Context: an optimization exercise on an open-source flow, tuned for small area, a short achievable clock period and few clock cycles. The choices shown serve that exercise and are no tape-out recipe.
In this exercise RTL edits were held to simulation tests only and were not proved equivalent to the original.

==> inputs of build 8 <==
Design gemm_accelerator_top_nxnxn, start of the top module:
module gemm_accelerator_top_nxnxn #(
  parameter int unsigned InDataWidth      = 8,
  parameter int unsigned OutDataWidth     = 32,
  parameter int unsigned AddrWidth        = 16,
  parameter int unsigned SizeAddrWidth    = 8,
  parameter int unsigned NumKernels       = 2,
  parameter int unsigned NumParallelLanes = 4
) (
  input  logic                            clk_i,
  input  logic                            rst_ni,
  input  logic                            start_i,
  output logic                            done_o,
  input  logic        [SizeAddrWidth-1:0] M_size_i,
  input  logic        [SizeAddrWidth-1:0] K_size_i,
  input  logic        [SizeAddrWidth-1:0] N_size_i,
  output logic        [    AddrWidth-1:0] sram_a_addr_o,
  output logic        [    AddrWidth-1:0] sram_b_addr_o,
  output logic        [    AddrWidth-1:0] sram_c_addr_o,
  input  logic signed [InDataWidth*NumParallelLanes-1:0]              sram_a_rdata_i,
  input  logic signed [InDataWidth*NumKernels*NumParallelLanes-1:0]   sram_b_rdata_i,
  output logic signed [OutDataWidth*NumKernels*NumParallelLanes-1:0]  sram_c_wdata_o,
  output logic                            sram_c_we_o
);
==> flow/config.mk <==
export PLATFORM = sky130hd
export DESIGN_NAME = gemm_accelerator_top_nxnxn
export DESIGN_NICKNAME = gemm_accelerator_top_nxnxn
export VERILOG_FILES = /design/flow/design.v
export SDC_FILE = /design/flow/constraint.sdc
export NUM_CORES = 4
export LEC_CHECK = 0
export CAP_MARGIN = 20
export CORE_MARGIN = 2
export CORE_UTILIZATION = 55
export CTS_BUF_LIST = sky130_fd_sc_hd__clkbuf_4 sky130_fd_sc_hd__clkbuf_8
export PLACE_DENSITY = 0.65
export SLEW_MARGIN = 20
==> flow/constraint.sdc <==
create_clock -name core_clock -period 10.0 [get_ports {clk_i}]
set_input_delay 2.0000 -clock core_clock [delete_from_list [all_inputs] [get_ports {clk_i}]]
set_output_delay 2.0000 -clock core_clock [all_outputs]
set_load 0.01 [all_outputs]
standard.sh (not shown) runs the stock make flow with config.mk's settings and CLKGATE_MAP_FILE= SYNTH_SCRIPT=/design/flow/synth_recipe.tcl, a recipe that flattens the netlist after the stock synthesis.
==> flow/flow/run.sh <==
#!/bin/bash
# The standard layout (the standard.sh, unchanged synthesis and steps),
# with repair_timing asked for more setup slack than the clock needs, so that
# it also buffers and sizes paths that already meet the 10 ns clock, and with
# small port buffers (repair_timing upsizes those on critical paths).
set -euo pipefail
bash standard.sh SETUP_SLACK_MARGIN=6.5 'BUFFER_PORTS_ARGS=-buffer_cell sky130_fd_sc_hd__buf_2' finish > run_standard.log 2>&1
==> trial 78 (differences from build 8) <==
==> flow/flow/run.sh (replaced) <==
#!/bin/bash
# The standard layout (the standard.sh, unchanged synthesis and steps),
# with repair_timing asked for more setup slack than the clock needs, so that
# it also buffers and sizes paths that already meet the 10 ns clock.
set -euo pipefail
bash standard.sh SETUP_SLACK_MARGIN=6.5 finish > run_standard.log 2>&1
Settings changed: CTS_BUF_LIST sky130_fd_sc_hd__clkbuf_4 sky130_fd_sc_hd__clkbuf_8 to not set, CTS_CLUSTER_DIAMETER set to 100, CTS_CLUSTER_SIZE set to 20.
==> build 73 (differences from build 8) <==
==> flow/flow/run.sh (replaced) <==
#!/bin/bash
# The standard layout (the standard.sh, unchanged synthesis and steps),
# with repair_timing asked for more setup slack than the clock needs, so that
# it also buffers and sizes paths that already meet the 10 ns clock.
set -euo pipefail
bash standard.sh SETUP_SLACK_MARGIN=6.5 finish > run_standard.log 2>&1
Settings changed: CTS_BUF_LIST sky130_fd_sc_hd__clkbuf_4 sky130_fd_sc_hd__clkbuf_8 to not set.
==> qor summary <==
Share of post-route cells with drive strength above 1: build 8 14.9%; build 73 9.72%; trial 78 6.92%
Worst skew pair latency: build 8 1.12 ns; build 73 0.89 ns; trial 78 0.82 ns
# placed instances: build 8 13900; build 73 13900; trial 78 13900
Critical Path End: build 8 sram_c_we_o; build 73 sram_c_wdata_o[221]; trial 78 i_array.gen_row[2].gen_col[7].i_pe.acc_q[8]
Number of global-route vias before repair: build 8 91600; build 73 91200; trial 78 89400
Relative slew margins: build 8 37.9%; build 73 21.8%; trial 78 23.4%
Timing-limited maximum frequency: build 8 269 MHz; build 73 280 MHz; trial 78 283 MHz
Number of setup buffers added after CTS: build 8 196; build 73 155; trial 78 106
Resized cells post-CTS: build 8 640; build 73 1233; trial 78 740
Placed cell area: build 8 0.118 mm^2; build 73 0.120 mm^2; trial 78 0.120 mm^2
Post-detailed-placement half-perimeter wirelength: build 8 233 mm; build 73 235 mm; trial 78 235 mm
Required arrival time at the worst endpoint: build 8 8.00 ns; build 73 8.00 ns; trial 78 10.70 ns
Routing usage on met2: build 8 53.9%; build 73 54.1%; trial 78 53.3%
GR Layer Usage met3: build 8 11.4%; build 73 10.2%; trial 78 8.95%
Run status: build 8 finished clean; build 73 finished clean; trial 78 finished clean
Average wire length per cell after detail routing: build 8 27.2 um; build 73 27.0 um; trial 78 27.1 um
Antenna Diode Count: build 8 42; build 73 20; trial 78 23
Number of vias per cell after detailed routing: build 8 6.01; build 73 6.01; trial 78 6.01
Testbench counts of build 8, summed over its fixed seeds: cycles 201,873.
Testbench counts of trial 78, summed over its fixed seeds: cycles 201,873.
Testbench counts of build 73, summed over its fixed seeds: cycles 201,873.

[port drivers added, routing unchanged]
How much do the figures lean on ideal ports? The routed layouts below were timed once more, with nothing changed but the port constraints.
Step 1, drivers: a clkbuf_16 drives clk_i and a buf_2 each remaining input, both assumed.
Step 2 also shifts input and output timing later by t, the mid clock arrival at the registers, as if the neighbouring blocks saw the same clock.
Three values: no drivers, after step 1, after step 2; two values: the first two.
| run | t (ns) | setup slack, ns | worst setup path after step 2 | latest minus earliest clock arrival (ns) | worst data-port slew with drivers (ns) |
|---|---|---|---|---|---|
| build 8 | 1.163 | 6.282 / 6.188 / 6.269 | input to register | 0.105 / 0.105 | 0.15 |
| trial 78 | 0.878 | 6.465 / 6.452 / 6.233 | input to register | 0.064 / 0.064 | 0.06 |
| build 73 | 0.951 | 6.429 / 6.335 / 6.235 | input to register | 0.062 / 0.062 | 0.06 |
After both steps every run listed still meets setup and hold. For trial 78, which loses most, drivers alone change the setup slack by -0.013 ns; drivers and shift together by -0.232 ns.
